From an optimization exercise on the open Yosys and OpenROAD flow, aimed at small area, a short achievable clock period and few clock cycles; shortcuts taken in it are not production practice.
Where RTL was checked, it was by simulation tests only, not by an equivalence proof against the original.
Function not checked in runs 1 and 2: the RTL went through the layout flow alone.
No activity file was given, so power comes from the tool's default toggle rates.

==> flow/flow/abc_area.script <==
strash
&get -n
&fraig -x
&dc2
&put
dch -f
map -a
strash
dch -f
map -a
strash
dch -f
map -a
topo
==> flow/flow/run.sh <==
#!/bin/bash
set -euo pipefail
rm -rf myscripts
cp -r "$FLOW_HOME/scripts" myscripts
cp flow/abc_area.script myscripts/abc_area.script
bash standard.sh SCRIPTS_DIR="$PWD/myscripts" finish > make_finish.log 2>&1
==> flow/constraint.sdc <==
create_clock -name core_clock -period 7.0 [get_ports {i_clk_crc}]
set_input_delay 1.4000 -clock core_clock [delete_from_list [all_inputs] [get_ports {i_clk_crc}]]
set_output_delay 1.4000 -clock core_clock [all_outputs]
set_load 0.01 [all_outputs]
==> flow/standard.sh <==
#!/bin/bash
# synth_recipe.tcl (not shown) runs the flow's synth.tcl, then flattens the netlist and writes it again
# the make line also repeats each setting of config.mk as NAME=value (left out here)
make -C /OpenROAD-flow-scripts/flow DESIGN_CONFIG=/design/flow/config.mk WORK_HOME=/design/flow/orfs CLKGATE_MAP_FILE= SYNTH_SCRIPT=/design/flow/synth_recipe.tcl "${@:-finish}"
==> flow/design.v <==
module nb_tx_top #(parameter TBS = 16 , parameter G = 132, parameter Qm = 2, parameter rv_indx = 0)
    (
        output logic                  e_k,
        output logic                  RM_Valid,
        input logic                   i_data_crc,
        input logic                   i_clk_crc,
                                      i_rst_crc
    );
    logic [3:0]  ra, rb;
    logic [8:0]  hi;
    logic [15:0] d;
    logic [16:0] m, mq;
    logic        din, load, e_en, enq, v_nxt;
    assign din = i_data_crc;
    always_ff @(posedge i_clk_crc, negedge i_rst_crc)
        if (!i_rst_crc) begin
            ra <= 4'd1;
            rb <= 4'd1;
            hi <= 9'd1;
        end else begin
            ra <= {ra[2:0], ra[3]};
            if (ra[3]) rb <= {rb[2:0], rb[3]};
            if (ra[3] & rb[3]) hi <= {hi[7:0], 1'b0};
        end
    always_ff @(posedge i_clk_crc)
        d <= {d[14:0], load ? din : d[15]};
    always_ff @(posedge i_clk_crc, negedge i_rst_crc)
        if (!i_rst_crc) RM_Valid <= 1'b0;
        else RM_Valid <= v_nxt;
    always_ff @(posedge i_clk_crc)
        mq <= m;
    always_ff @(posedge i_clk_crc, negedge i_rst_crc)
        if (!i_rst_crc) enq <= 1'b0;
        else enq <= e_en;
    always_ff @(posedge i_clk_crc, negedge i_rst_crc)
        if (!i_rst_crc) e_k <= 1'b0;
        else if (enq) e_k <= ^({din, d} & mq);
    assign load = hi[0];
    assign v_nxt = (hi[0] & ((ra[1] & rb[2]) | (ra[2] & rb[2]) | (ra[3] & rb[2]) | (ra[0] & rb[3]) | (ra[1] & rb[3]) | (ra[2] & rb[3]) | (ra[3] & rb[3])))
        | hi[1]
        | hi[2]
        | hi[3]
        | hi[4]
        | hi[5]
        | hi[6]
        | hi[7]
        | (hi[8] & ((ra[0] & rb[0]) | (ra[1] & rb[0]) | (ra[2] & rb[0]) | (ra[3] & rb[0]) | (ra[0] & rb[1]) | (ra[1] & rb[1]) | (ra[2] & rb[1]) | (ra[3] & rb[1]) | (ra[0] & rb[2]) | (ra[1] & rb[2]) | (ra[2] & rb[2]) | (ra[3] & rb[2]) | (ra[0] & rb[3])));
    assign e_en = (hi[0] & ((ra[3] & rb[2]) | (ra[1] & rb[3]) | (ra[2] & rb[3]) | (ra[3] & rb[3])))
        | (hi[1] & ((ra[1] & rb[0]) | (ra[2] & rb[0]) | (ra[3] & rb[0]) | (ra[1] & rb[1]) | (ra[2] & rb[1]) | (ra[3] & rb[1]) | (ra[1] & rb[2]) | (ra[3] & rb[2]) | (ra[1] & rb[3]) | (ra[2] & rb[3]) | (ra[3] & rb[3])))
        | (hi[2] & ((ra[1] & rb[0]) | (ra[2] & rb[0]) | (ra[3] & rb[0]) | (ra[1] & rb[1]) | (ra[2] & rb[1]) | (ra[3] & rb[1]) | (ra[1] & rb[2]) | (ra[3] & rb[2]) | (ra[1] & rb[3]) | (ra[2] & rb[3]) | (ra[3] & rb[3])))
        | (hi[3] & ((ra[1] & rb[0]) | (ra[2] & rb[0]) | (ra[3] & rb[0]) | (ra[1] & rb[1]) | (ra[2] & rb[1]) | (ra[3] & rb[1]) | (ra[1] & rb[2]) | (ra[3] & rb[2]) | (ra[1] & rb[3]) | (ra[2] & rb[3]) | (ra[3] & rb[3])))
        | (hi[4] & ((ra[1] & rb[0]) | (ra[2] & rb[0]) | (ra[3] & rb[0]) | (ra[1] & rb[1]) | (ra[2] & rb[1]) | (ra[3] & rb[1]) | (ra[0] & rb[3]) | (ra[1] & rb[3])))
        | (hi[5] & ((ra[0] & rb[0]) | (ra[1] & rb[0]) | (ra[0] & rb[1]) | (ra[1] & rb[1]) | (ra[2] & rb[1]) | (ra[3] & rb[1]) | (ra[0] & rb[2]) | (ra[1] & rb[2]) | (ra[0] & rb[3]) | (ra[1] & rb[3]) | (ra[2] & rb[3]) | (ra[3] & rb[3])))
        | (hi[6] & ((ra[0] & rb[0]) | (ra[1] & rb[0]) | (ra[0] & rb[1]) | (ra[1] & rb[1]) | (ra[2] & rb[1]) | (ra[3] & rb[1]) | (ra[0] & rb[2]) | (ra[1] & rb[2]) | (ra[0] & rb[3]) | (ra[1] & rb[3])))
        | (hi[7] & ((ra[0] & rb[0]) | (ra[1] & rb[0]) | (ra[0] & rb[1]) | (ra[1] & rb[1]) | (ra[2] & rb[1]) | (ra[3] & rb[1]) | (ra[0] & rb[2]) | (ra[1] & rb[2]) | (ra[0] & rb[3]) | (ra[1] & rb[3]) | (ra[2] & rb[3]) | (ra[3] & rb[3])))
        | (hi[8] & ((ra[0] & rb[0]) | (ra[1] & rb[0]) | (ra[0] & rb[1]) | (ra[1] & rb[1]) | (ra[2] & rb[1]) | (ra[3] & rb[1]) | (ra[0] & rb[2]) | (ra[1] & rb[2]) | (ra[0] & rb[3]) | (ra[1] & rb[3])));
    assign m[0] = (hi[0] & ((ra[3] & rb[2]) | (ra[1] & rb[3])))
        | (hi[1] & ((ra[1] & rb[0]) | (ra[3] & rb[1])))
        | (hi[2] & ((ra[2] & rb[1]) | (ra[3] & rb[1]) | (ra[1] & rb[2])))
        | (hi[3] & ((ra[2] & rb[1]) | (ra[1] & rb[2]) | (ra[1] & rb[3])))
        | (hi[4] & ((ra[2] & rb[0]) | (ra[2] & rb[1])))
        | (hi[5] & ((ra[2] & rb[1]) | (ra[3] & rb[1]) | (ra[0] & rb[3]) | (ra[2] & rb[3]) | (ra[3] & rb[3])))
        | (hi[6] & ((ra[0] & rb[1]) | (ra[2] & rb[1]) | (ra[3] & rb[1]) | (ra[0] & rb[2]) | (ra[0] & rb[3])))
        | (hi[7] & ((ra[0] & rb[0]) | (ra[0] & rb[1]) | (ra[1] & rb[1]) | (ra[2] & rb[1]) | (ra[3] & rb[1]) | (ra[0] & rb[2]) | (ra[0] & rb[3]) | (ra[1] & rb[3])))
        | (hi[8] & ((ra[0] & rb[0]) | (ra[0] & rb[1]) | (ra[1] & rb[1]) | (ra[0] & rb[2])));
    assign m[1] = (hi[1] & ((ra[2] & rb[0]) | (ra[2] & rb[1]) | (ra[1] & rb[2]) | (ra[2] & rb[3])))
        | (hi[2] & ((ra[3] & rb[1]) | (ra[3] & rb[2]) | (ra[1] & rb[3]) | (ra[2] & rb[3])))
        | (hi[3] & ((ra[1] & rb[0]) | (ra[2] & rb[0]) | (ra[3] & rb[1]) | (ra[1] & rb[3]) | (ra[2] & rb[3])))
        | (hi[4] & ((ra[2] & rb[0])))
        | (hi[5] & ((ra[1] & rb[0]) | (ra[0] & rb[1]) | (ra[1] & rb[1]) | (ra[2] & rb[1]) | (ra[0] & rb[2]) | (ra[1] & rb[3]) | (ra[2] & rb[3]) | (ra[3] & rb[3])))
        | (hi[6] & ((ra[0] & rb[0]) | (ra[1] & rb[0]) | (ra[0] & rb[2]) | (ra[1] & rb[2])))
        | (hi[7] & ((ra[0] & rb[0]) | (ra[1] & rb[0]) | (ra[0] & rb[1]) | (ra[1] & rb[1]) | (ra[1] & rb[2]) | (ra[0] & rb[3]) | (ra[2] & rb[3])))
        | (hi[8] & ((ra[0] & rb[0]) | (ra[0] & rb[1]) | (ra[1] & rb[1]) | (ra[2] & rb[1]) | (ra[3] & rb[1]) | (ra[0] & rb[2]) | (ra[1] & rb[2]) | (ra[0] & rb[3]) | (ra[1] & rb[3])));
    assign m[2] = (hi[0] & ((ra[2] & rb[3])))
        | (hi[1] & ((ra[2] & rb[1]) | (ra[3] & rb[1]) | (ra[3] & rb[2]) | (ra[1] & rb[3])))
        | (hi[2] & ((ra[1] & rb[0]) | (ra[2] & rb[0]) | (ra[2] & rb[3])))
        | (hi[3] & ((ra[1] & rb[0]) | (ra[2] & rb[0]) | (ra[2] & rb[1]) | (ra[1] & rb[2]) | (ra[1] & rb[3])))
        | (hi[4] & ((ra[3] & rb[1]) | (ra[0] & rb[3]) | (ra[1] & rb[3])))
        | (hi[5] & ((ra[0] & rb[0]) | (ra[2] & rb[1]) | (ra[3] & rb[1]) | (ra[0] & rb[2]) | (ra[0] & rb[3]) | (ra[2] & rb[3])))
        | (hi[6] & ((ra[0] & rb[0]) | (ra[0] & rb[1]) | (ra[0] & rb[2]) | (ra[0] & rb[3]) | (ra[1] & rb[3])))
        | (hi[7] & ((ra[0] & rb[0]) | (ra[1] & rb[1]) | (ra[3] & rb[1]) | (ra[1] & rb[2]) | (ra[2] & rb[3]) | (ra[3] & rb[3])))
        | (hi[8] & ((ra[1] & rb[0]) | (ra[0] & rb[1]) | (ra[0] & rb[2]) | (ra[0] & rb[3]) | (ra[1] & rb[3])));
    assign m[3] = (hi[1] & ((ra[2] & rb[0]) | (ra[2] & rb[1]) | (ra[3] & rb[1])))
        | (hi[2] & ((ra[2] & rb[1])))
        | (hi[3] & ((ra[1] & rb[0]) | (ra[2] & rb[0]) | (ra[2] & rb[1]) | (ra[3] & rb[1]) | (ra[3] & rb[2]) | (ra[2] & rb[3])))
        | (hi[4] & ((ra[1] & rb[0]) | (ra[2] & rb[0]) | (ra[3] & rb[1]) | (ra[0] & rb[3])))
        | (hi[5] & ((ra[1] & rb[0]) | (ra[1] & rb[1]) | (ra[3] & rb[1]) | (ra[0] & rb[2]) | (ra[0] & rb[3]) | (ra[2] & rb[3]) | (ra[3] & rb[3])))
        | (hi[6] & ((ra[1] & rb[0]) | (ra[0] & rb[3])))
        | (hi[7] & ((ra[0] & rb[0]) | (ra[1] & rb[1]) | (ra[2] & rb[1]) | (ra[3] & rb[1]) | (ra[0] & rb[2]) | (ra[0] & rb[3]) | (ra[1] & rb[3]) | (ra[2] & rb[3]) | (ra[3] & rb[3])))
        | (hi[8] & ((ra[0] & rb[0]) | (ra[0] & rb[1]) | (ra[1] & rb[1]) | (ra[0] & rb[2]) | (ra[0] & rb[3]) | (ra[1] & rb[3])));
    assign m[4] = (hi[0] & ((ra[1] & rb[3])))
        | (hi[1] & ((ra[1] & rb[0]) | (ra[2] & rb[0]) | (ra[1] & rb[2]) | (ra[2] & rb[3])))
        | (hi[2] & ((ra[2] & rb[0]) | (ra[2] & rb[1]) | (ra[1] & rb[2]) | (ra[2] & rb[3])))
        | (hi[3] & ((ra[1] & rb[0]) | (ra[2] & rb[1]) | (ra[2] & rb[3])))
        | (hi[4] & ((ra[2] & rb[0]) | (ra[2] & rb[1]) | (ra[0] & rb[3]) | (ra[1] & rb[3])))
        | (hi[5] & ((ra[0] & rb[0]) | (ra[1] & rb[0]) | (ra[0] & rb[1]) | (ra[1] & rb[1]) | (ra[3] & rb[1]) | (ra[1] & rb[2]) | (ra[0] & rb[3]) | (ra[2] & rb[3]) | (ra[3] & rb[3])))
        | (hi[6] & ((ra[0] & rb[1]) | (ra[1] & rb[2]) | (ra[0] & rb[3]) | (ra[1] & rb[3])))
        | (hi[7] & ((ra[1] & rb[1]) | (ra[2] & rb[1]) | (ra[1] & rb[2]) | (ra[0] & rb[3]) | (ra[1] & rb[3]) | (ra[2] & rb[3]) | (ra[3] & rb[3])))
        | (hi[8] & ((ra[0] & rb[0]) | (ra[1] & rb[0]) | (ra[1] & rb[1]) | (ra[0] & rb[2]) | (ra[0] & rb[3])));
    assign m[5] = (hi[0] & ((ra[1] & rb[3]) | (ra[2] & rb[3])))
        | (hi[1] & ((ra[1] & rb[0]) | (ra[2] & rb[0]) | (ra[2] & rb[1]) | (ra[3] & rb[1]) | (ra[1] & rb[2]) | (ra[2] & rb[3])))
        | (hi[2] & ((ra[3] & rb[1]) | (ra[1] & rb[2]) | (ra[1] & rb[3])))
        | (hi[3] & ((ra[1] & rb[2]) | (ra[2] & rb[3])))
        | (hi[4] & ((ra[0] & rb[3])))
        | (hi[5] & ((ra[1] & rb[1]) | (ra[3] & rb[1]) | (ra[0] & rb[2]) | (ra[0] & rb[3]) | (ra[3] & rb[3])))
        | (hi[6] & ((ra[0] & rb[1]) | (ra[1] & rb[1]) | (ra[2] & rb[1]) | (ra[3] & rb[1]) | (ra[0] & rb[2]) | (ra[0] & rb[3]) | (ra[1] & rb[3])))
        | (hi[7] & ((ra[0] & rb[0]) | (ra[1] & rb[0]) | (ra[0] & rb[1]) | (ra[1] & rb[1]) | (ra[2] & rb[1]) | (ra[0] & rb[2]) | (ra[1] & rb[2]) | (ra[0] & rb[3]) | (ra[2] & rb[3]) | (ra[3] & rb[3])))
        | (hi[8] & ((ra[1] & rb[0]) | (ra[0] & rb[1]) | (ra[1] & rb[1]) | (ra[2] & rb[1]) | (ra[3] & rb[1]) | (ra[0] & rb[2]) | (ra[0] & rb[3])));
    assign m[6] = (hi[1] & ((ra[1] & rb[0]) | (ra[2] & rb[0]) | (ra[1] & rb[1]) | (ra[3] & rb[1]) | (ra[1] & rb[2]) | (ra[1] & rb[3])))
        | (hi[2] & ((ra[1] & rb[0]) | (ra[1] & rb[3]) | (ra[2] & rb[3])))
        | (hi[3] & ((ra[2] & rb[1]) | (ra[1] & rb[2]) | (ra[2] & rb[3])))
        | (hi[4] & ((ra[2] & rb[0]) | (ra[0] & rb[3])))
        | (hi[5] & ((ra[0] & rb[0]) | (ra[0] & rb[1]) | (ra[2] & rb[1]) | (ra[0] & rb[3]) | (ra[1] & rb[3]) | (ra[3] & rb[3])))
        | (hi[6] & ((ra[0] & rb[0]) | (ra[1] & rb[1]) | (ra[3] & rb[1]) | (ra[0] & rb[2]) | (ra[1] & rb[2]) | (ra[0] & rb[3])))
        | (hi[7] & ((ra[1] & rb[0]) | (ra[0] & rb[1]) | (ra[1] & rb[1]) | (ra[2] & rb[1]) | (ra[3] & rb[1]) | (ra[0] & rb[3]) | (ra[2] & rb[3]) | (ra[3] & rb[3])))
        | (hi[8] & ((ra[1] & rb[0]) | (ra[1] & rb[1]) | (ra[2] & rb[1]) | (ra[1] & rb[2]) | (ra[0] & rb[3]) | (ra[1] & rb[3])));
    assign m[7] = (hi[1] & ((ra[2] & rb[0]) | (ra[1] & rb[3]) | (ra[2] & rb[3])))
        | (hi[2] & ((ra[1] & rb[0]) | (ra[2] & rb[1])))
        | (hi[3] & ((ra[1] & rb[1]) | (ra[3] & rb[1]) | (ra[1] & rb[2]) | (ra[1] & rb[3])))
        | (hi[4] & ((ra[1] & rb[0]) | (ra[2] & rb[0]) | (ra[2] & rb[1]) | (ra[3] & rb[1]) | (ra[1] & rb[3])))
        | (hi[5] & ((ra[0] & rb[1]) | (ra[1] & rb[1]) | (ra[2] & rb[1]) | (ra[0] & rb[2]) | (ra[1] & rb[3])))
        | (hi[6] & ((ra[0] & rb[0]) | (ra[1] & rb[0]) | (ra[0] & rb[1]) | (ra[3] & rb[1]) | (ra[0] & rb[2]) | (ra[0] & rb[3])))
        | (hi[7] & ((ra[0] & rb[1]) | (ra[2] & rb[1]) | (ra[3] & rb[1]) | (ra[0] & rb[2]) | (ra[0] & rb[3])))
        | (hi[8] & ((ra[0] & rb[0]) | (ra[1] & rb[0]) | (ra[0] & rb[1]) | (ra[1] & rb[1]) | (ra[2] & rb[1]) | (ra[3] & rb[1]) | (ra[1] & rb[2]) | (ra[1] & rb[3])));
    assign m[8] = (hi[0] & ((ra[1] & rb[3]) | (ra[2] & rb[3])))
        | (hi[1] & ((ra[1] & rb[0]) | (ra[2] & rb[0]) | (ra[2] & rb[1]) | (ra[3] & rb[1]) | (ra[1] & rb[2])))
        | (hi[2] & ((ra[1] & rb[1]) | (ra[2] & rb[1])))
        | (hi[3] & ((ra[3] & rb[1]) | (ra[2] & rb[3])))
        | (hi[4] & ((ra[1] & rb[0]) | (ra[2] & rb[0]) | (ra[3] & rb[1]) | (ra[0] & rb[3])))
        | (hi[5] & ((ra[0] & rb[0]) | (ra[1] & rb[0]) | (ra[1] & rb[1]) | (ra[3] & rb[1]) | (ra[0] & rb[2]) | (ra[1] & rb[2])))
        | (hi[6] & ((ra[1] & rb[0]) | (ra[0] & rb[1]) | (ra[1] & rb[1]) | (ra[2] & rb[1]) | (ra[3] & rb[1]) | (ra[0] & rb[2]) | (ra[1] & rb[3])))
        | (hi[7] & ((ra[0] & rb[0]) | (ra[1] & rb[0]) | (ra[3] & rb[1]) | (ra[0] & rb[2]) | (ra[1] & rb[3]) | (ra[3] & rb[3])))
        | (hi[8] & ((ra[0] & rb[0]) | (ra[1] & rb[0]) | (ra[1] & rb[1]) | (ra[3] & rb[1]) | (ra[0] & rb[2])));
    assign m[9] = (hi[0] & ((ra[1] & rb[3]) | (ra[2] & rb[3])))
        | (hi[1] & ((ra[1] & rb[0]) | (ra[3] & rb[1]) | (ra[2] & rb[3])))
        | (hi[2] & ((ra[2] & rb[1]) | (ra[3] & rb[1]) | (ra[1] & rb[2]) | (ra[1] & rb[3])))
        | (hi[3] & ((ra[1] & rb[0]) | (ra[2] & rb[0]) | (ra[2] & rb[1]) | (ra[3] & rb[1]) | (ra[1] & rb[2]) | (ra[2] & rb[3])))
        | (hi[4] & ((ra[1] & rb[1]) | (ra[0] & rb[3])))
        | (hi[5] & ((ra[0] & rb[1]) | (ra[1] & rb[1]) | (ra[3] & rb[1]) | (ra[0] & rb[3]) | (ra[1] & rb[3]) | (ra[2] & rb[3])))
        | (hi[6] & ((ra[0] & rb[1]) | (ra[1] & rb[1]) | (ra[1] & rb[3])))
        | (hi[7] & ((ra[1] & rb[0]) | (ra[1] & rb[1]) | (ra[2] & rb[1]) | (ra[1] & rb[2]) | (ra[1] & rb[3]) | (ra[3] & rb[3])))
        | (hi[8] & ((ra[0] & rb[0]) | (ra[0] & rb[1]) | (ra[1] & rb[1]) | (ra[3] & rb[1]) | (ra[0] & rb[3]) | (ra[1] & rb[3])));
    assign m[10] = (hi[0] & ((ra[1] & rb[3]) | (ra[2] & rb[3])))
        | (hi[1] & ((ra[2] & rb[1]) | (ra[1] & rb[2]) | (ra[1] & rb[3])))
        | (hi[2] & ((ra[1] & rb[0]) | (ra[2] & rb[0]) | (ra[3] & rb[1]) | (ra[1] & rb[3]) | (ra[2] & rb[3])))
        | (hi[3] & ((ra[1] & rb[0]) | (ra[3] & rb[1]) | (ra[2] & rb[3])))
        | (hi[4] & ((ra[1] & rb[3])))
        | (hi[5] & ((ra[3] & rb[1])))
        | (hi[6] & ((ra[0] & rb[0]) | (ra[1] & rb[0]) | (ra[2] & rb[1]) | (ra[0] & rb[2]) | (ra[0] & rb[3]) | (ra[1] & rb[3])))
        | (hi[7] & ((ra[0] & rb[0]) | (ra[0] & rb[1]) | (ra[1] & rb[1]) | (ra[3] & rb[1]) | (ra[0] & rb[2]) | (ra[1] & rb[2])))
        | (hi[8] & ((ra[1] & rb[0]) | (ra[0] & rb[1]) | (ra[2] & rb[1]) | (ra[1] & rb[2]) | (ra[0] & rb[3])));
    assign m[11] = (hi[1] & ((ra[1] & rb[0]) | (ra[1] & rb[2]) | (ra[1] & rb[3]) | (ra[2] & rb[3])))
        | (hi[2] & ((ra[1] & rb[0]) | (ra[2] & rb[1]) | (ra[3] & rb[1]) | (ra[1] & rb[3]) | (ra[2] & rb[3])))
        | (hi[3] & ((ra[2] & rb[1]) | (ra[1] & rb[2]) | (ra[1] & rb[3])))
        | (hi[4] & ((ra[1] & rb[0]) | (ra[2] & rb[0]) | (ra[2] & rb[1]) | (ra[3] & rb[1]) | (ra[0] & rb[3])))
        | (hi[5] & ((ra[0] & rb[0]) | (ra[1] & rb[0]) | (ra[1] & rb[1]) | (ra[2] & rb[1]) | (ra[0] & rb[2]) | (ra[0] & rb[3]) | (ra[1] & rb[3]) | (ra[3] & rb[3])))
        | (hi[6] & ((ra[0] & rb[0]) | (ra[0] & rb[1]) | (ra[1] & rb[1]) | (ra[3] & rb[1]) | (ra[1] & rb[2]) | (ra[0] & rb[3])))
        | (hi[7] & ((ra[0] & rb[0]) | (ra[1] & rb[0]) | (ra[0] & rb[1]) | (ra[0] & rb[2]) | (ra[1] & rb[2]) | (ra[0] & rb[3]) | (ra[1] & rb[3]) | (ra[2] & rb[3])))
        | (hi[8] & ((ra[0] & rb[0]) | (ra[3] & rb[1]) | (ra[1] & rb[2]) | (ra[0] & rb[3])));
    assign m[12] = (hi[0] & ((ra[2] & rb[3]) | (ra[3] & rb[3])))
        | (hi[1] & ((ra[3] & rb[0]) | (ra[2] & rb[1]) | (ra[1] & rb[2]) | (ra[1] & rb[3]) | (ra[2] & rb[3])))
        | (hi[2] & ((ra[1] & rb[0]) | (ra[3] & rb[1]) | (ra[1] & rb[2])))
        | (hi[3] & ((ra[3] & rb[1]) | (ra[1] & rb[2]) | (ra[2] & rb[3])))
        | (hi[4] & ((ra[1] & rb[0]) | (ra[3] & rb[1]) | (ra[0] & rb[3]) | (ra[1] & rb[3])))
        | (hi[5] & ((ra[2] & rb[1]) | (ra[1] & rb[3])))
        | (hi[6] & ((ra[0] & rb[0]) | (ra[0] & rb[1]) | (ra[2] & rb[1]) | (ra[0] & rb[2]) | (ra[1] & rb[2]) | (ra[0] & rb[3])))
        | (hi[7] & ((ra[3] & rb[1]) | (ra[0] & rb[2]) | (ra[0] & rb[3]) | (ra[1] & rb[3]) | (ra[3] & rb[3])))
        | (hi[8] & ((ra[2] & rb[1]) | (ra[3] & rb[1]) | (ra[0] & rb[2]) | (ra[1] & rb[2]) | (ra[0] & rb[3])));
    assign m[13] = (hi[1] & ((ra[2] & rb[0]) | (ra[2] & rb[1]) | (ra[3] & rb[1]) | (ra[2] & rb[3])))
        | (hi[2] & ((ra[3] & rb[1]) | (ra[3] & rb[3])))
        | (hi[3] & ((ra[2] & rb[0]) | (ra[3] & rb[0]) | (ra[2] & rb[1]) | (ra[1] & rb[2]) | (ra[1] & rb[3])))
        | (hi[4] & ((ra[1] & rb[0]) | (ra[2] & rb[0]) | (ra[0] & rb[3]) | (ra[1] & rb[3])))
        | (hi[5] & ((ra[1] & rb[0]) | (ra[0] & rb[1]) | (ra[1] & rb[1]) | (ra[3] & rb[1]) | (ra[0] & rb[2]) | (ra[1] & rb[2]) | (ra[0] & rb[3]) | (ra[1] & rb[3]) | (ra[2] & rb[3])))
        | (hi[6] & ((ra[0] & rb[0]) | (ra[1] & rb[0]) | (ra[0] & rb[1]) | (ra[1] & rb[1]) | (ra[2] & rb[1]) | (ra[3] & rb[1]) | (ra[0] & rb[2]) | (ra[1] & rb[2]) | (ra[1] & rb[3])))
        | (hi[7] & ((ra[0] & rb[0]) | (ra[1] & rb[0]) | (ra[1] & rb[1]) | (ra[1] & rb[2]) | (ra[1] & rb[3]) | (ra[3] & rb[3])))
        | (hi[8] & ((ra[0] & rb[0]) | (ra[1] & rb[0]) | (ra[0] & rb[1]) | (ra[1] & rb[1]) | (ra[2] & rb[1]) | (ra[3] & rb[1]) | (ra[0] & rb[2]) | (ra[1] & rb[2]) | (ra[0] & rb[3]) | (ra[1] & rb[3])));
    assign m[14] = (hi[0] & ((ra[2] & rb[3])))
        | (hi[1] & ((ra[1] & rb[0]) | (ra[2] & rb[1]) | (ra[3] & rb[1]) | (ra[1] & rb[2]) | (ra[3] & rb[3])))
        | (hi[2] & ((ra[2] & rb[0]) | (ra[3] & rb[0]) | (ra[2] & rb[1]) | (ra[3] & rb[1])))
        | (hi[3] & ((ra[2] & rb[0]) | (ra[2] & rb[1]) | (ra[3] & rb[1]) | (ra[1] & rb[3]) | (ra[2] & rb[3])))
        | (hi[4] & ((ra[3] & rb[1])))
        | (hi[5] & ((ra[0] & rb[0]) | (ra[0] & rb[1]) | (ra[2] & rb[1]) | (ra[0] & rb[2]) | (ra[1] & rb[2]) | (ra[3] & rb[3])))
        | (hi[6] & ((ra[1] & rb[1]) | (ra[0] & rb[3]) | (ra[1] & rb[3])))
        | (hi[7] & ((ra[2] & rb[1]) | (ra[3] & rb[1]) | (ra[0] & rb[2]) | (ra[0] & rb[3])))
        | (hi[8] & ((ra[0] & rb[0]) | (ra[1] & rb[0]) | (ra[0] & rb[1]) | (ra[2] & rb[1]) | (ra[1] & rb[2]) | (ra[1] & rb[3])));
    assign m[15] = (hi[1] & ((ra[1] & rb[0]) | (ra[2] & rb[1]) | (ra[1] & rb[2]) | (ra[2] & rb[3])))
        | (hi[2] & ((ra[2] & rb[0]) | (ra[2] & rb[1]) | (ra[2] & rb[3])))
        | (hi[3] & ((ra[1] & rb[0]) | (ra[2] & rb[1]) | (ra[1] & rb[2]) | (ra[1] & rb[3]) | (ra[2] & rb[3]) | (ra[3] & rb[3])))
        | (hi[4] & ((ra[2] & rb[0]) | (ra[3] & rb[0]) | (ra[2] & rb[1]) | (ra[0] & rb[3]) | (ra[1] & rb[3])))
        | (hi[5] & ((ra[0] & rb[0]) | (ra[0] & rb[1]) | (ra[2] & rb[1]) | (ra[2] & rb[3]) | (ra[3] & rb[3])))
        | (hi[6] & ((ra[1] & rb[0]) | (ra[0] & rb[1]) | (ra[1] & rb[1]) | (ra[3] & rb[1]) | (ra[1] & rb[2])))
        | (hi[7] & ((ra[0] & rb[0]) | (ra[3] & rb[1]) | (ra[1] & rb[3]) | (ra[3] & rb[3])))
        | (hi[8] & ((ra[1] & rb[0]) | (ra[2] & rb[1]) | (ra[1] & rb[2]) | (ra[0] & rb[3])));
    assign m[16] = (hi[0] & ((ra[2] & rb[3])));
endmodule
==> flow/config.mk <==
export PLATFORM = sky130hd
export DESIGN_NAME = nb_tx_top
export DESIGN_NICKNAME = nb_tx_top
export VERILOG_FILES = /design/flow/design.v
export SDC_FILE = /design/flow/constraint.sdc
export NUM_CORES = 4
export LEC_CHECK = 0
export ABC_AREA = 1
export CAP_MARGIN = 20
export CORE_MARGIN = 2
export CORE_UTILIZATION = 30
export CTS_BUF_LIST = sky130_fd_sc_hd__clkbuf_16
export PLACE_DENSITY = 0.5
export SETUP_SLACK_MARGIN = 4.5
export SLEW_MARGIN = 20
==> notes.md, run 1 <==
Routed WL 13600 um; htree depth 2; Critical Path Sink Type flip-flop; multi-input logic area 0.00166 mm2; initial antenna violation count 0; placed cell area 0.00324 mm2; post-synth top area share 22.1%; element type at the critical path start flip-flop; Max Slew Vio Count 0; Yosys Warn Count 1; DR iter-0 viols 602; Logic pwr share 0.5%; DP Wirelength 10200 um; core box area 0.00973 mm2; crit path max fanout 8; synth unique cells 23; final hold viol count 0; Synth Instances 424; total track usage 25.9%; Die ar. 0.0108 mm2; TritonCTS clock tree done; achievable frequency 0.394 GHz; Antenna Nets Post-Route 0; count leader, synth nor2_1; Finished Core Util 35.3%; WHS Endpoint d[6]; routed via count 3511; GP Congestion 1.06; crit share post-route 36.2%; reg2reg setup slack 4.46 ns; first-pass GRT wire length 21200 um; post-synth top area cell dfxtp_1; NetSw 110 uW; synthesis-stage register bit count 53; die height 104 um; FFs w/ async S/R, synth 37.7%; Die Wd 104 um; Seq pwr share 53.4%; reg-to-reg endpoint mq[12]; Post-Syn Area per Cell 7.06 um2; Min-Delay Path Depth 0; Seq/Total Area, Yosys 38.9%; cts hold-fix bufs 0; GRT overflow 0; DRC viols 0; maximum VDD drop 83.4 uV; status finished clean; crit path time final 2.54 ns; Initial Util 30.8%; Clk pwr share 46.0%; Post-synth EDFFs 0; drt pass-1 iters 6; fillers 1103; setup ws final 4.46 ns; max cap viols 0; CTS Sinks 53; cell area after synthesis 0.00299 mm2; Commonest cells post-synth nor2_1 (75), clkinv_1 (54), nand2_1 (54); storage element area 0.00116 mm2; LEAKAGE 1.29 nW; worst endpoint required time 7.22 ns; Worst-Margin Slew 0.964 ns; switching part of the total 19.3%; PwrDens 165 mW/mm2; wire length per cell 23.6 um; Worst Skew 0.00975 ns; vias in the first global route 3433; fraction of layout cells with a size suffix above 1 5.88%; Non-Filler Instances 575; Synth-to-Final Area Change 14.8%; antenna cells 0; Setup CP Type flip-flop to flip-flop; cell row count 36; Slew headroom 35.5%; RSZ-0062 raised after global routing true; HP Start d[5]; HP Class flip-flop to flip-flop; post-route design area 0.00344 mm2; Total Nets Final 444; vias per inst 6.11; Root Buffer Master clkbuf_16; Internal Power 458 uW; IO buf count 4; dominant synthesized flop cell dfxtp_1; Worst Path Arrival 2.76 ns; worst r2r path cells 8; final setup vio count 0; TritonCTS Buffers 5; CTS max path bufs 2; main area contributors after synthesis dfxtp_1 (22%), dfrtp_1 (14%), nor2_1 (9.4%); I/O pins 5; Clock Pin Slew Worst Setup and Hold Paths 0.07 ns; pre-CTS WS 4.16 ns; dpl cells 566; largest net degree at the start of global routing 25; clock latency (worst-skew pair) 0.29 ns; net count after synthesis 427; RR Startpoint ra[0]; Setup TNS 0 ns
## worst max-delay path: stages (launching register included)
cell and delay (ns):
dfstp_2 0.54, clkinv_1 0.21, nor2_1 0.52, nor2_1 0.36, a21oi_1 0.44, a21oi_1 0.08, nand4_1 0.14, nor2_1 0.07
nand2_1 0.10
## cell type report
class | count | area share [%]
clock buffer | 6 | 4.37
clock inverter | 2 | 0.364
timing repair buffer | 10 | 2.37
multi-input combinational | 317 | 48.3
tap | 133 | 4.84
inverter | 54 | 5.90
sequential | 53 | 33.9
## sequential cells by signal, summed over array words and instances, names as in the netlist
signal	cells
e_k	1
d	16
RM_Valid	1
hi	9
enq	1
rb	4
mq	17
ra	4
## worst max-delay path by stage
stage | end | from | cells after the start | slack, ns
2_1_floorplan | e_k | i_data_crc | 6 | 4.74
6_report | mq[12] | ra[0] | 8 | 4.46
5_1_grt | mq[12] | ra[0] | 8 | 4.42
3_5_place_dp | e_k | i_data_crc | 7 | 4.16
3_3_place_gp | e_k | i_data_crc | 7 | 4.16
4_1_cts | enq | rb[1] | 10 | 4.48
## stage by stage
stage / hold WS [ns] / total power, mW
floorplan: 0.331 / 0.310
global placement: 0.335 / 0.313
detailed placement: 0.337 / 0.313
CTS: 0.351 / 0.574
global route: 0.360 / 0.590
finish: 0.350 / 0.567
## layer usage
metal,track usage [%],wire [um],up-vias
met2,40.9,5820,314
met5,0,0,-
met1,33.7,5340,1558
li1,-,-,1535
met4,12.2,961,0
met3,5.58,1480,104
## power by group through the flow
stage	Combinational [mW]	Clock (mW)	Sequential [mW]
floorplan	0.000000601	0	0.310
global placement	0.00343	0	0.310
detailed placement	0.00351	0	0.310
CTS	0.00332	0.268	0.303
global route	0.00367	0.283	0.303
finish	0.00305	0.261	0.303
## cells by family (layout without fill, tap and decap cells)
kind of cell	after synthesis	in the layout	share of synthesized area, %
flip-flops	53	53	38.9
XOR/XNOR	16	16	4.68
buffers and inverters	54	72	6.77
AND/OR/NAND/NOR	174	174	24.2
AO/OA/AOI/OAI	127	127	25.4
## layout by cell type, fill, tap and decap left out, types with 10 or more instances in the layout
master     count
o21ai_0       33
dfxtp_1       33
clkinv_1      53
nand3_1       12
o2111ai_1     10
dfrtp_1       17
nor3_1        20
xnor2_1       10
a31oi_1       16
nor2_1        68
a21oi_1       42
nand2_1       54
## timing repair
item | 4_1_cts | 5_1_grt
endpoints found under the setup margin | 5 | 18
buffers inserted | 0 | 1
cloned | 0 | 0
hold endpoints to repair | 0 | 0
pin swaps | 4 | 1
gates resized for setup | 4 | 10
==> run 2, diff against run 1 <==
--- a/flow/design.v
+++ b/flow/design.v
@@ -6,21 +6,24 @@
         input logic                   i_clk_crc,
                                       i_rst_crc
     );
-    logic [3:0]  ra, rb;
-    logic [8:0]  hi;
+    logic [3:0]  ra, rb, ra_q, rb_q;
+    logic [8:0]  hi, hi_q;
+    assign ra = {ra_q[3:1], ~ra_q[0]};
+    assign rb = {rb_q[3:1], ~rb_q[0]};
+    assign hi = {hi_q[8:1], ~hi_q[0]};
     logic [15:0] d;
     logic [16:0] m, mq;
     logic        din, load, e_en, enq, v_nxt;
     assign din = i_data_crc;
     always_ff @(posedge i_clk_crc, negedge i_rst_crc)
         if (!i_rst_crc) begin
-            ra <= 4'd1;
-            rb <= 4'd1;
-            hi <= 9'd1;
+            ra_q <= 4'd0;
+            rb_q <= 4'd0;
+            hi_q <= 9'd0;
         end else begin
-            ra <= {ra[2:0], ra[3]};
-            if (ra[3]) rb <= {rb[2:0], rb[3]};
-            if (ra[3] & rb[3]) hi <= {hi[7:0], 1'b0};
+            ra_q <= {ra[2:0], ~ra[3]};
+            if (ra[3]) rb_q <= {rb[2:0], ~rb[3]};
+            if (ra[3] & rb[3]) hi_q <= {hi[7:0], 1'b1};
         end
     always_ff @(posedge i_clk_crc)
         d <= {d[14:0], load ? din : d[15]};
==> notes.md, run 2 <==
total track usage 24.2% (-1.7 points); crit path max fanout 7 (-1); Post-synth EDFFs 0 (unchanged); RR Startpoint rb_q[3]; first-pass GRT wire length 20100 um (-4.9%); Routed WL 13000 um (-4.2%); achievable frequency 0.404 GHz (+2.5%); pre-CTS WS 4.20 ns (+0.0411 ns); TritonCTS Buffers 5 (unchanged); clock latency (worst-skew pair) 0.30 ns (about the same); antenna cells 0 (unchanged); Total Nets Final 455 (+2.5%); Worst Skew 0.00735 ns (-0.00240 ns); FFs w/ async S/R, synth 37.7% (unchanged); Slew headroom 37.7% (+2.2 points); post-route design area 0.00347 mm2 (+0.91%); synthesis-stage register bit count 53 (unchanged); dominant synthesized flop cell dfxtp_1; cell area after synthesis 0.00300 mm2 (+0.21%); net count after synthesis 435 (+1.9%); maximum VDD drop 107 uV (+28%); Max Slew Vio Count 0 (unchanged); Commonest cells post-synth nor2_1 (76), nand2_1 (59), clkinv_1 (56); Initial Util 30.8% (+0.064 points); Setup TNS 0 ns (unchanged); DRC viols 0 (unchanged); largest registers mq: 17 flops, d: 16 flops, hi_q: 9 flops; Yosys Warn Count 1 (unchanged); vias per inst 6.07 (-0.65%); most frequent cells in the layout nor2_1 (69), nand2_1 (58), clkinv_1 (56); CTS max path bufs 2 (unchanged); fraction of layout cells with a size suffix above 1 6.40% (+0.52 points); IO buf count 4 (unchanged); final hold slack 0.352 ns (+0.00130 ns); Die Wd 104 um (+0.10%); drt pass-1 iters 6 (unchanged); commonest non-fill, non-tap cell in the layout nor2_1; Setup CP Type flip-flop to flip-flop; final setup vio count 0 (unchanged); Root Buffer Master clkbuf_16; GRT overflow 0 (unchanged); wire length per cell 22.2 um (-6.0%); total power 570 uW (+0.42%); post-synth top area share 22.0% (-0.046 points); Worst Path Arrival 2.61 ns (-0.15 ns); I/O pins 5 (unchanged); Antenna Nets Post-Route 0 (unchanged); dpl cells 578 (+2.1%); main area contributors after synthesis dfxtp_1 (22%), dfrtp_1 (17%), nor2_1 (9.5%); Largest Register mq; htree depth 2 (unchanged); element type at the critical path start flip-flop; TritonCTS clock tree done; Clock Pin Slew Worst Setup and Hold Paths 0.07 ns (about the same); post-synth top area cell dfxtp_1; Seq/Total Area, Yosys 38.7% (-0.21 points); count leader, synth nor2_1; CP Launch Point rb_q[3]; worst endpoint required time 7.13 ns (-0.09 ns); DP Wirelength 9700 um (-4.8%); initial antenna violation count 0 (unchanged); cts hold-fix bufs 0 (unchanged); cell row count 36 (unchanged); crit path time final 2.47 ns (-0.0607 ns); crit share post-route 35.4% (-0.87 points); HP Class flip-flop to flip-flop; die height 104 um (+0.10%); routed via count 3555 (+1.3%); vias in the first global route 3380 (-1.5%); Finished Core Util 35.6% (+0.32 points); GP Congestion 1.03 (-2.7%); RSZ-0062 raised after global routing true; final hold viol count 0 (unchanged); max cap viols 0 (unchanged); Post-Syn Area per Cell 6.94 um2 (-1.6%); Critical Path Sink Type flip-flop; DR iter-0 viols 547 (-9.1%); setup ws final 4.53 ns (+0.0607 ns); Die ar. 0.0108 mm2 (+0.20%); max reg flops 17 (unchanged); HP Start d[12]; CTS Sinks 53 (unchanged); Worst-Margin Slew 0.932 ns (-0.0325 ns); placed cell area 0.00327 mm2 (+1.1%); Synth-to-Final Area Change 15.6%; status finished clean; LEAKAGE 1.33 nW (+3.5%); Non-Filler Instances 586 (+1.9%); Synth Instances 432 (+1.9%); PwrDens 164 mW/mm2 (-0.48%); largest net degree at the start of global routing 22 (-12%); Post-CTS Setup Bufs 0 (unchanged); core box area 0.00973 mm2 (unchanged); synth unique cells 24 (+4.3%)
## run 2: routing by layer
| layer | track usage (%) | wire, um | part of all wire, % | vias to the layer above |
|---|---|---|---|---|
| li1 | - | - | - | 1547 |
| met5 | 0 | 0 | 0 | - |
| met1 | 31.2 | 5090 | 39 | 1619 |
| met4 | 12.3 | 955 | 7.3 | 0 |
| met3 | 5.70 | 1410 | 11 | 86 |
| met2 | 37.7 | 5570 | 43 | 303 |
## run 2: power by group
group          leakage [nW]  internal (mW)  switching (mW)  total [mW]
Clock                0.0766          0.136           0.119       0.254
Sequential            0.533          0.308         0.00271       0.311
Combinational         0.725        0.00144         0.00300     0.00445
Total                  1.33          0.445           0.124       0.570
## run 2: cell type report
type | instances | area, um2
fillers | 1082 | 6260
multi-input cells | 323 | 1670
flip-flops and latches | 53 | 1160
inverters | 56 | 210
well taps | 133 | 166
clock buffers | 5 | 125
repair buffers | 13 | 108
clock inverters | 3 | 23.8
## run 2: cells by family after synthesis
kind of cell	after synthesis	synth area share, %
buffers and inverters	56	7.01
and+or+nand+nor	184	25.6
xor gates and xnor gates	16	4.67
AOI/OAI and AO/OA	123	24.0
DFF	53	38.7
## run 2: worst max-delay path, stage by stage, from the launching register on
cell and delay, ns:
dfrtp_1 0.37, clkinv_1 0.13, nor2_1 0.08, clkinv_1 0.20, nand2_1 0.13, nor2_2 0.33
nor2_1 0.17, a21oi_1 0.15, o221ai_1 0.13, nor4_1 0.39, o2111ai_1 0.22
## run 2: timing repair
| action | CTS | global route |
|---|---|---|
| setup endpoints to repair | 4 | 9 |
| pin swaps | 1 | 2 |
| gates cloned | 0 | 0 |
| resized for setup | 3 | 12 |
## run 2: worst paths after layout
| kind | cells past startpoint | to | slack (ns) |
|---|---|---|---|
| setup / recovery | 10 | mq[13] | 4.53 |
| hold / removal | 0 | d[13] | 0.35 |
| setup reg to reg | 10 | mq[13] | 4.53 |
| hold reg to reg | 0 | d[13] | 0.35 |
| max in group asynchronous | 1 | enq | 4.81 |
| min in group asynchronous | 1 | rb_q[1] | 1.62 |
==> run 3, diff against run 2 <==
--- a/flow/design.v
+++ b/flow/design.v
@@ -6,15 +6,16 @@
         input logic                   i_clk_crc,
                                       i_rst_crc
     );
-    logic [3:0]  ra, rb, ra_q, rb_q;
+    logic [3:0]  ra, ra_q;
+    logic [3:0]  rb, rb_q;
     logic [8:0]  hi, hi_q;
-    assign ra = {ra_q[3:1], ~ra_q[0]};
-    assign rb = {rb_q[3:1], ~rb_q[0]};
-    assign hi = {hi_q[8:1], ~hi_q[0]};
     logic [15:0] d;
     logic [16:0] m, mq;
     logic        din, load, e_en, enq, v_nxt;
     assign din = i_data_crc;
+    assign ra = {ra_q[3:1], ~ra_q[0]};
+    assign rb = {rb_q[3:1], ~rb_q[0]};
+    assign hi = {hi_q[8:1], ~hi_q[0]};
     always_ff @(posedge i_clk_crc, negedge i_rst_crc)
         if (!i_rst_crc) begin
             ra_q <= 4'd0;
@@ -27,11 +28,11 @@
         end
     always_ff @(posedge i_clk_crc)
         d <= {d[14:0], load ? din : d[15]};
+    always_ff @(posedge i_clk_crc)
+        mq <= m;
     always_ff @(posedge i_clk_crc, negedge i_rst_crc)
         if (!i_rst_crc) RM_Valid <= 1'b0;
         else RM_Valid <= v_nxt;
-    always_ff @(posedge i_clk_crc)
-        mq <= m;
     always_ff @(posedge i_clk_crc, negedge i_rst_crc)
         if (!i_rst_crc) enq <= 1'b0;
         else enq <= e_en;
==> flow/flow/abc_area.script (replaced) <==
strash
&get -n
&deepsyn -J 200
&put
dch -f
map -a
strash
dch -f
map -a
topo
--- a/flow/config.mk
+++ b/flow/config.mk
@@ -11,5 +11,5 @@
 export CORE_UTILIZATION = 30
 export CTS_BUF_LIST = sky130_fd_sc_hd__clkbuf_16
 export PLACE_DENSITY = 0.5
-export SETUP_SLACK_MARGIN = 4.5
+export SETUP_SLACK_MARGIN = 5
 export SLEW_MARGIN = 20
==> notes.md, run 3 <==
Internal Power 442 uW (-0.68%); first-pass GRT wire length 19500 um (-3.2%); cell row count 35 (-2.8%); DR iter-0 viols 525 (-4.0%); total power 568 uW (-0.39%); count leader, synth nor2_1; DP Wirelength 9610 um (-0.85%); Yosys Warn Count 1 (unchanged); FFs w/ async S/R, synth 37.7% (unchanged); met2 wire length 5380 um (-3.5%); Worst-Margin Slew 0.588 ns (-0.344 ns); delay-heaviest family, CP flip-flops; Finished Core Util 41.1% (+5.5 points); net count after synthesis 418 (-3.9%); Post-Synth Simple-Gate Area 25.5% (-0.15 points); post-synthesis mux area share 0% (unchanged); wire length per cell 22.3 um (+0.53%); Initial Util 31.1% (+0.25 points); Antenna Nets Post-Route 0 (unchanged); Clock Pin Slew Worst Setup and Hold Paths 0.07 ns (about the same); worst endpoint required time 5.60 ns (-1.53 ns); HP Class flip-flop to flip-flop; GRT overflow 0 (unchanged); drt pass-1 iters 5 (-1); Largest Register mq; vias in the first global route 3270 (-3.3%); Setup TNS 0 ns (unchanged); Slowest-stage cell, CP dfrtp_1; Post-Syn Area per Cell 6.99 um2 (+0.62%); DR top layer met4; Root Buffer Master clkbuf_16; post-synth top area cell dfxtp_1; Die Wd 102 um (-1.6%); element type at the critical path start flip-flop; Commonest cells post-synth nor2_1 (83), clkinv_1 (63), nand2_1 (53); CTS Sinks 53 (unchanged); TritonCTS clock tree done; Critical Path Sink Type output port; PwrDens 148 mW/mm2 (-9.9%); Worst Path Arrival 0.81 ns (-1.80 ns); main area contributors after synthesis dfxtp_1 (23%), dfrtp_1 (17%), nor2_1 (11%); GP Congestion 1.05 (+1.8%); most frequent cells in the layout nor2_1 (51), nand2_1 (50), clkinv_1 (42); Routed WL 13100 um (+0.36%); final hold viol count 0 (unchanged); Logic pwr share 0.8% (about the same); Setup CP Type flip-flop to output port; crit share post-route 31.5% (-3.9 points); switching part of the total 22.1% (+0.23 points); largest family of logic cells by synthesized area simple AND/OR/NAND/NOR gates; max reg flops 17 (unchanged); achievable frequency 0.454 GHz (+12%); DRC viols 0 (unchanged); initial antenna violation count 0 (unchanged); htree depth 2 (unchanged); Slew headroom 60.8% (+23 points); Die ar. 0.0105 mm2 (-3.2%); IO buf count 4 (unchanged); biggest cell delay along the critical path 0.37 ns (-0.02 ns); total track usage 25.7% (+1.6 points); maximum VDD drop 98.1 uV (-8.4%); I/O pins 5 (unchanged); antenna cells 0 (unchanged); Seq pwr share 54.8% (+0.2 points); die height 102 um (-1.6%); synth unique cells 26 (+8.3%); Post-Synth XOR/XNOR Area 4.83% (+0.16 points); cell area after synthesis 0.00290 mm2 (-3.3%); synthesis-stage register bit count 53 (unchanged); dominant synthesized flop cell dfxtp_1; largest registers mq: 17 flops, d: 16 flops, hi_q: 9 flops; max cap viols 0 (unchanged); NetSw 125 uW (+0.67%); post-synth top area share 22.8% (+0.76 points); vias per inst 5.96 (-1.7%); cts hold-fix bufs 0 (unchanged); WL met3 1450 um (+3.0%); TritonCTS Buffers 5 (unchanged); status finished clean; final setup vio count 0 (unchanged); crit path time final 2.21 ns (-0.270 ns); CP Cell Sequence buf_2; RSZ-0062 raised after global routing true; LEAKAGE 1.45 nW (+8.7%); crit path max fanout 2 (-5); Post-synth EDFFs 0 (unchanged); met1 WL 5300 um (+4.2%); Worst Skew 0.0134 ns (+0.00601 ns); largest net degree at the start of global routing 21 (-4.5%); CTS max path bufs 2 (unchanged); Total Nets Final 458 (+0.66%); fraction of layout cells with a size suffix above 1 28.7% (+22 points); Synth Instances 415 (-3.9%); Clk pwr share 44.4% (-0.2 points); Max Slew Vio Count 0 (unchanged); routed via count 3488 (-1.9%); clock latency (worst-skew pair) 0.30 ns (about the same); Synth Area in Adders 0% (unchanged); core box area 0.00933 mm2 (-4.1%); Seq/Total Area, Yosys 40.1% (+1.3 points); commonest non-fill, non-tap cell in the layout nor2_1; CP Buf/Inv Count 1 (-1); Synth-to-Final Area Change 32.2%; post-synthesis compound-gate area fraction 21.5% (-2.5 points)
-- run 3: what timing repair did --
action                                 CTS  global route
setup buffers                           11            17
gates resized for setup                 72            59
endpoints found under the hold margin    0             0
pin swaps                               12            14
setup endpoints to repair               41            20
-- run 3: area by class of cell --
cell class / instances / area, um2
Clock buffer: 5 / 125
Tap cell: 129 / 161
Sequential cell: 53 / 1170
Fill cell: 969 / 5500
Inverter: 63 / 265
Multi-Input combinational cell: 299 / 1820
Timing Repair Buffer: 33 / 270
Clock inverter: 3 / 17.5
-- run 3: through the flow --
stage	hold WS (ns)	setup slack, ns	instances	area [um2]
floorplan	0.331	4.76	415	2910
global placement	0.333	4.13	549	3120
detailed placement	0.337	4.14	549	3120
CTS	0.352	4.79	568	3500
global route	0.354	4.75	585	3830
finish	0.351	4.79	585	3830
-- run 3: logic make-up (layout without fill, tap and decap cells) --
logic type | count (synthesis) | in the layout
simple gates | 178 | 178
xor+xnor | 16 | 16
flops | 53 | 53
compound gates | 105 | 105
buf+inv | 63 | 104
-- run 3: worst paths after layout --
kind / start / end / slack, ns / depth (start not counted)
setup / recovery: e_k / e_k / 4.79 / 1
hold / removal: d[11] / d[12] / 0.35 / 0
setup reg to reg: rb_q[2] / mq[1] / 4.96 / 8
hold reg to reg: d[11] / d[12] / 0.35 / 0
max in group asynchronous: i_rst_crc / hi_q[0] / 5.43 / 1
min in group asynchronous: i_rst_crc / hi_q[6] / 1.16 / 1
-- run 3: metal layers --
metal  vias up  track usage [%]
met5         -                0
met4         0             14.9
met3        81             6.77
met2       288             36.2
met1      1618             35.4
li1       1501                -
-- run 3: power groups by stage --
stage | clock network, mW | logic, mW | registers (mW)
after global routing | 0.265 | 0.00568 | 0.311
after CTS | 0.253 | 0.00496 | 0.311
after detailed placement | 0 | 0.00509 | 0.318
after global placement | 0 | 0.00482 | 0.318
after floorplan | 0 | 0.000469 | 0.317
final | 0.252 | 0.00480 | 0.311
Testbench counts of run 3, summed over its fixed seeds: cycles 13,920.
==> run 4, diff against run 3 <==
==> flow/flow/abc_area.script (replaced) <==
strash
&get -n
&fraig -x
&dc2
&put
dch -f
map -a
strash
dch -f
map -a
strash
dch -f
map -a
topo
==> notes.md, run 4 <==
I/O pins 5 (unchanged); post-synthesis compound-gate area fraction 24.2% (+2.7 points); Slowest-stage cell, CP dfrtp_1; CP Cell Sequence buf_6; element type at the critical path start flip-flop; crit share post-route 31.5% (about the same); Worst Skew 0.00578 ns (-0.00758 ns); most frequent cells in the layout nand2_1 (54), a21oi_1 (39), nor2_1 (36); Seq/Total Area, Yosys 39.3% (-0.80 points); worst endpoint required time 5.60 ns (about the same); cell row count 36 (+2.9%); GP Congestion 1.04 (-0.83%); Die ar. 0.0107 mm2 (+2.0%); Worst Path Arrival 0.80 ns (about the same); biggest cell delay along the critical path 0.39 ns (+0.02 ns); clock latency (worst-skew pair) 0.30 ns (about the same); largest family of logic cells by synthesized area simple AND/OR/NAND/NOR gates; GRT overflow 0 (unchanged); TritonCTS Buffers 5 (unchanged); Setup CP Type flip-flop to output port; critical path depth 1 (unchanged); Post-synth EDFFs 0 (unchanged); synthesis-stage register bit count 53 (unchanged); main area contributors after synthesis dfxtp_1 (22%), dfrtp_1 (17%), nor2_1 (9.8%); Synth Instances 418 (+0.72%); FFs w/ async S/R, synth 37.7% (unchanged); Min-Delay Path Depth 0 (unchanged); max cap viols 0 (unchanged); Post-Synth Simple-Gate Area 25.8% (+0.30 points); wire length per cell 23.7 um (+6.1%); die height 103 um (+0.97%); count leader, synth nor2_1; Antenna Nets Post-Route 0 (unchanged); DRC viols 0 (unchanged); largest net degree at the start of global routing 25 (+19%); DP Wirelength 9670 um (+0.56%); first-pass GRT wire length 20400 um (+4.8%); post-synth top area share 22.3% (-0.45 points); multi-input logic area 0.00191 mm2 (+5.0%); Critical Path Sink Type output port; Synth Area in Adders 0% (unchanged); Post-Synth XOR/XNOR Area 4.74% (-0.096 points); Commonest cells post-synth nor2_1 (77), nand2_1 (57), clkinv_1 (48); IO buf count 4 (unchanged); Worst-Margin Slew 0.600 ns (+0.0123 ns); core box area 0.00968 mm2 (+3.8%); vias per inst 6.31 (+5.8%); RSZ-0062 raised after global routing true; achievable frequency 0.454 GHz (about the same); cell area after synthesis 0.00296 mm2 (+2.0%); crit path time final 2.20 ns (-0.000660 ns); Routed WL 13800 um (+5.6%); Clock Pin Slew Worst Setup and Hold Paths 0.07 ns (about the same); Max Slew Vio Count 0 (unchanged); drt pass-1 iters 6 (+1); DR iter-0 viols 523 (-0.38%); max reg flops 17 (unchanged); Largest Register mq; PwrDens 156 mW/mm2 (+5.5%); Total Nets Final 451 (-1.5%); CP Buf/Inv Count 1 (unchanged); crit path max fanout 2 (unchanged); Die Wd 103 um (+0.97%); HP Class flip-flop to flip-flop; Synth-to-Final Area Change 29.4%; commonest non-fill, non-tap cell in the layout nand2_1; synth unique cells 23 (-12%); maximum VDD drop 136 uV (+39%); Post-Syn Area per Cell 7.08 um2 (+1.3%); final setup vio count 0 (unchanged); worst r2r path cells 6 (-2); fillers 998 (+3.0%); cts hold-fix bufs 0 (unchanged); initial antenna violation count 1 (+1); CTS max path bufs 2 (unchanged); storage element area 0.00117 mm2 (-0.53%); largest registers mq: 17 flops, d: 16 flops, hi_q: 9 flops; total power 598 uW (+5.4%); status finished clean; net count after synthesis 421 (+0.72%); post-synthesis mux area share 0% (unchanged); Slew headroom 59.7% (-1.1 points); delay-heaviest family, CP flip-flops; dominant synthesized flop cell dfxtp_1; total track usage 26.3% (+0.58 points); vias in the first global route 3405 (+4.1%); final hold viol count 0 (unchanged); fraction of layout cells with a size suffix above 1 23.4% (-5.3 points); Initial Util 30.5% (-0.54 points); htree depth 2 (unchanged); TritonCTS clock tree done; Root Buffer Master clkbuf_16; routed via count 3673 (+5.3%); CTS Sinks 53 (unchanged); Yosys Warn Count 1 (unchanged); post-synth top area cell dfxtp_1; LEAKAGE 1.44 nW (-0.99%); Setup TNS 0 ns (unchanged); antenna cells 0 (unchanged)
-- run 4: changes by cell type after synthesis, moves of 3 or more --
cell,change
clkinv_1,-15
a31oi_1,+11
nand4_1,+6
nor2_1,-6
a2111oi_0,+4
nand2_1,+4
a211oi_1,-3
a22oi_1,+3
nor3_1,-3
nor4_1,+3
o21ai_0,+3
-- run 4: kinds of logic after synthesis --
kind of cell	Yosys count
AOI/OAI and AO/OA	120
DFF	53
buffers and inverters	48
xor gates and xnor gates	16
and+or+nand+nor	181
-- run 4: layout make-up --
| class | count | share of cell area, % |
|---|---|---|
| clock inverter | 3 | 1.11 |
| tap | 133 | 4.35 |
| sequential | 53 | 30.5 |
| inverter | 48 | 5.29 |
| clock buffer | 5 | 3.27 |
| timing repair buffer | 23 | 5.59 |
| multi-input combinational | 317 | 49.9 |
-- run 4: per-stage QoR --
stage	utilization [%]	setup WS, ns	area (um2)	instances	hold slack (ns)
floorplan	-	4.61	2970	418	0.331
global placement	33.1	3.98	3200	558	0.335
detailed placement	33.1	3.99	3200	558	0.339
CTS	36.3	4.78	3510	567	0.355
global route	39.5	4.69	3830	582	0.363
finish	39.5	4.80	3830	582	0.353
-- run 4: timing repair --
item	CTS	global route
pin swaps	8	16
setup buffers	1	15
endpoints found under the setup margin	43	21
gates resized for setup	65	54
-- run 4: worst paths after layout --
check	startpoint	end	slack, ns
worst min register to register	d[9]	d[10]	0.35
worst max register to register	ra_q[1]	mq[11]	4.94
worst max-delay path	e_k	e_k	4.80
max in group asynchronous	i_rst_crc	ra_q[2]	5.44
worst min-delay path	d[9]	d[10]	0.35
min in group asynchronous	i_rst_crc	hi_q[5]	1.17
-- run 4: power by group --
part | internal, mW | total (mW) | switching (mW) | leakage (nW)
combinational | 0.00200 | 0.00515 | 0.00314 | 0.823
sequential | 0.308 | 0.311 | 0.00269 | 0.527
clock | 0.168 | 0.282 | 0.114 | 0.0852
total | 0.479 | 0.598 | 0.120 | 1.44
-- run 4: layer usage --
metal | track usage (%) | vias up | wire length, um
met4 | 14.6 | 0 | 1020
met3 | 5.91 | 98 | 1610
met5 | 0 | - | 0
met2 | 40.6 | 332 | 5770
met1 | 34.1 | 1694 | 5400
li1 | - | 1549 | -
==> run 5, diff against run 4 <==
--- a/flow/config.mk
+++ b/flow/config.mk
@@ -11,5 +11,5 @@
 export CORE_UTILIZATION = 30
 export CTS_BUF_LIST = sky130_fd_sc_hd__clkbuf_16
 export PLACE_DENSITY = 0.5
-export SETUP_SLACK_MARGIN = 5
+export SETUP_SLACK_MARGIN = 4.7
 export SLEW_MARGIN = 20
==> notes.md, run 5 <==
status finished clean; RSZ-0062 raised after global routing true; routed via count 3581 (-2.5%); post-synth top area cell dfxtp_1; worst r2r path cells 9 (+3); Synth Instances 418 (unchanged); biggest cell delay along the critical path 0.33 ns (-0.06 ns); largest registers mq: 17 flops, d: 16 flops, hi_q: 9 flops; PwrDens 173 mW/mm2 (+11%); Setup CP Type flip-flop to flip-flop; final hold viol count 0 (unchanged); GP Congestion 1.04 (unchanged); maximum VDD drop 135 uV (-0.56%); DRC viols 0 (unchanged); FFs w/ async S/R, synth 37.7% (unchanged); core box area 0.00968 mm2 (unchanged); DP Wirelength 9670 um (unchanged); Seq/Total Area, Yosys 39.3% (unchanged); Worst Path Arrival 2.51 ns (+1.71 ns); max cap viols 0 (unchanged); IO buf count 4 (unchanged); Min-Delay Path Depth 0 (unchanged); Slowest-stage cell, CP dfrtp_1; most frequent cells in the layout nor2_1 (62), nand2_1 (56), clkinv_1 (47); Largest Register mq; Slew headroom 37.5% (-22 points); Post-synth EDFFs 0 (unchanged); post-synth top area share 22.3% (unchanged); Setup TNS 0 ns (unchanged); htree depth 2 (unchanged); total track usage 26.4% (+0.042 points); Worst-Margin Slew 0.937 ns (+0.337 ns); vias per inst 6.33 (+0.25%); Antenna Nets Post-Route 0 (unchanged); synth unique cells 23 (unchanged); synthesis-stage register bit count 53 (unchanged); cts hold-fix bufs 0 (unchanged); Synth-to-Final Area Change 15.7%; setup ws final 4.68 ns (-0.114 ns); wire length per cell 23.8 um (+0.22%); crit share post-route 33.1% (+1.6 points); max reg flops 17 (unchanged); die height 103 um (unchanged); Die Wd 103 um (unchanged); TritonCTS clock tree done; crit path time final 2.32 ns (+0.114 ns); total power 594 uW (-0.74%); drt pass-1 iters 6 (unchanged); HP Class flip-flop to flip-flop; TritonCTS Buffers 5 (unchanged); Die ar. 0.0107 mm2 (unchanged); crit path max fanout 10 (+8); worst endpoint required time 7.19 ns (+1.59 ns); element type at the critical path start flip-flop; Post-Syn Area per Cell 7.08 um2 (unchanged); Total Nets Final 435 (-3.5%); clock latency (worst-skew pair) 0.29 ns (about the same); LEAKAGE 1.28 nW (-11%); vias in the first global route 3394 (-0.32%); I/O pins 5 (unchanged); Yosys Warn Count 1 (unchanged); initial antenna violation count 0 (-1); Critical Path Sink Type flip-flop; dominant synthesized flop cell dfxtp_1; net count after synthesis 421 (unchanged); fillers 1036 (+3.8%); largest net degree at the start of global routing 25 (unchanged); Initial Util 30.5% (unchanged); DR iter-0 viols 533 (+1.9%); commonest non-fill, non-tap cell in the layout nor2_1; Max Slew Vio Count 0 (unchanged); Top cell by count, worst path clkinv_1; GRT overflow 0 (unchanged); cell area after synthesis 0.00296 mm2 (unchanged); Commonest cells post-synth nor2_1 (77), nand2_1 (57), clkinv_1 (48); CTS Sinks 53 (unchanged); Post-CTS Setup Bufs 0 (-1); CTS max path bufs 2 (unchanged); count leader, synth nor2_1; final setup vio count 0 (unchanged); Clock Pin Slew Worst Setup and Hold Paths 0.07 ns (about the same); main area contributors after synthesis dfxtp_1 (22%), dfrtp_1 (17%), nor2_1 (9.8%); CP Cell Sequence clkinv_1 > nor2_1 > buf_4 > clkinv_1 > nand2_1 > clkinv_1 > nor2_2 > nor4_1 > o2111ai_1; Routed WL 13500 um (-2.5%); first-pass GRT wire length 20500 um (+0.54%); Root Buffer Master clkbuf_16; pre-CTS WS 3.99 ns (unchanged); cell row count 36 (unchanged); antenna cells 0 (unchanged); fraction of layout cells with a size suffix above 1 7.62% (-16 points); achievable frequency 0.431 GHz (-4.9%); Worst Skew 0.00479 ns (-0.000993 ns)
[run 5: cell count changes in the layout (fill, tap and decap cells not counted), moves of 6 or more]
cell	change
nor2_1	+26
nor2_4	-18
clkinv_1	+14
buf_4	-13
nor2_2	-8
inv_2	-6
[run 5: stage by stage]
stage | util (%) | area, um2 | hold slack (ns) | std cells
2_1_floorplan | - | 2970 | 0.331 | 418
6_report | 35.3 | 3420 | 0.353 | 566
3_5_place_dp | 33.1 | 3200 | 0.339 | 558
5_1_grt | 35.3 | 3420 | 0.361 | 566
4_1_cts | 34.9 | 3380 | 0.355 | 566
3_3_place_gp | 33.1 | 3200 | 0.335 | 558
[run 5: power by group]
group | switching (mW) | internal, mW
clock | 0.110 | 0.168
sequential | 0.00265 | 0.308
combinational | 0.00316 | 0.00150
[run 5: kinds of logic (layout without fill, tap and decap cells)]
family | count (synthesis) | in the layout | share of synthesized area (%)
flip-flops | 53 | 53 | 39.3
AO/OA/AOI/OAI | 120 | 120 | 24.2
buffers and inverters | 48 | 63 | 6.09
AND/OR/NAND/NOR | 181 | 181 | 25.8
XOR/XNOR | 16 | 16 | 4.74
[run 5: repair_timing]
item,4_1_cts,5_1_grt
resized for setup,12,24
pin swaps,0,5
setup endpoints to repair,36,20
[run 5: routing by layer]
| layer | global-route usage, % | up-vias | wire length (um) |
|---|---|---|---|
| met3 | 4.91 | 95 | 1520 |
| met5 | 0 | - | 0 |
| met1 | 35.2 | 1645 | 5360 |
| li1 | - | 1507 | - |
| met4 | 14.9 | 0 | 950 |
| met2 | 40.1 | 334 | 5620 |
[run 5: path summary, 6_finish.rpt]
kind,slack [ns],end,startpoint
min,0.35,d[10],d[9]
min in group asynchronous,1.36,hi_q[5],i_rst_crc
max in group asynchronous,5.00,ra_q[0],i_rst_crc
max,4.68,mq[11],rb_q[3]
min reg2reg,0.35,d[10],d[9]
max reg2reg,4.68,mq[11],rb_q[3]
[run 5: worst max-delay path, delay by kind of cell (launching register included)]
kind                   cells  cell delay, ns
flip-flops                 1            0.33
AND/OR/NAND/NOR            4            0.81
AO/OA/AOI/OAI              1            0.13
buffers and inverters      4            0.94
[run 5: area by class of cell]
cell class	count	area [um2]	area share [%]
multi-input combinational	317	1690	49.3
inverter	48	181	5.30
clock inverter	3	42.5	1.24
timing repair buffer	7	56.3	1.65
clock buffer	5	125	3.66
sequential	53	1160	34.0
tap	133	166	4.86

-- static timing again, ports no longer ideal --
The flow's constraints put no driver on any port. The routed layouts listed below were extracted and timed again, unchanged, in two steps.
Step 1 (the two cells are an assumption about what drives the block):
set clk [get_ports {i_clk_crc}]
set_driving_cell -lib_cell sky130_fd_sc_hd__clkbuf_16 $clk
set_driving_cell -lib_cell sky130_fd_sc_hd__buf_2 [delete_from_list [all_inputs] $clk]
Step 2 moves the port delays by t, midway between the first and last clock arrival at a register: inputs arrive t later, outputs are due t later. That takes back most of the time a late clock gives input paths.
Slacks: ideal / step 1 / step 2; pairs: ideal / step 1.
| run | t, ns | slack for setup (ns) | hold slack, ns | slew at the worst register clock pin (ns) |
|---|---|---|---|---|
| run 1 | 0.330 | 4.465 / 4.465 / 4.408 | 0.350 / 0.350 / 0.350 | 0.07 / 0.07 |
| run 2 | 0.332 | 4.525 / 4.525 / 4.489 | 0.352 / 0.352 / 0.352 | 0.08 / 0.08 |
| run 3 | 0.336 | 4.795 / 4.754 / 4.619 | 0.351 / 0.351 / 0.351 | 0.08 / 0.08 |
| run 4 | 0.336 | 4.796 / 4.753 / 4.456 | 0.353 / 0.353 / 0.353 | 0.07 / 0.07 |
| run 5 | 0.329 | 4.681 / 4.681 / 4.452 | 0.353 / 0.353 / 0.353 | 0.07 / 0.07 |
After both steps setup and hold are still met in every run listed. For run 4, which loses most, drivers alone change the setup slack by -0.043 ns; drivers and shift together by -0.340 ns. Setup slack includes reset recovery checks.
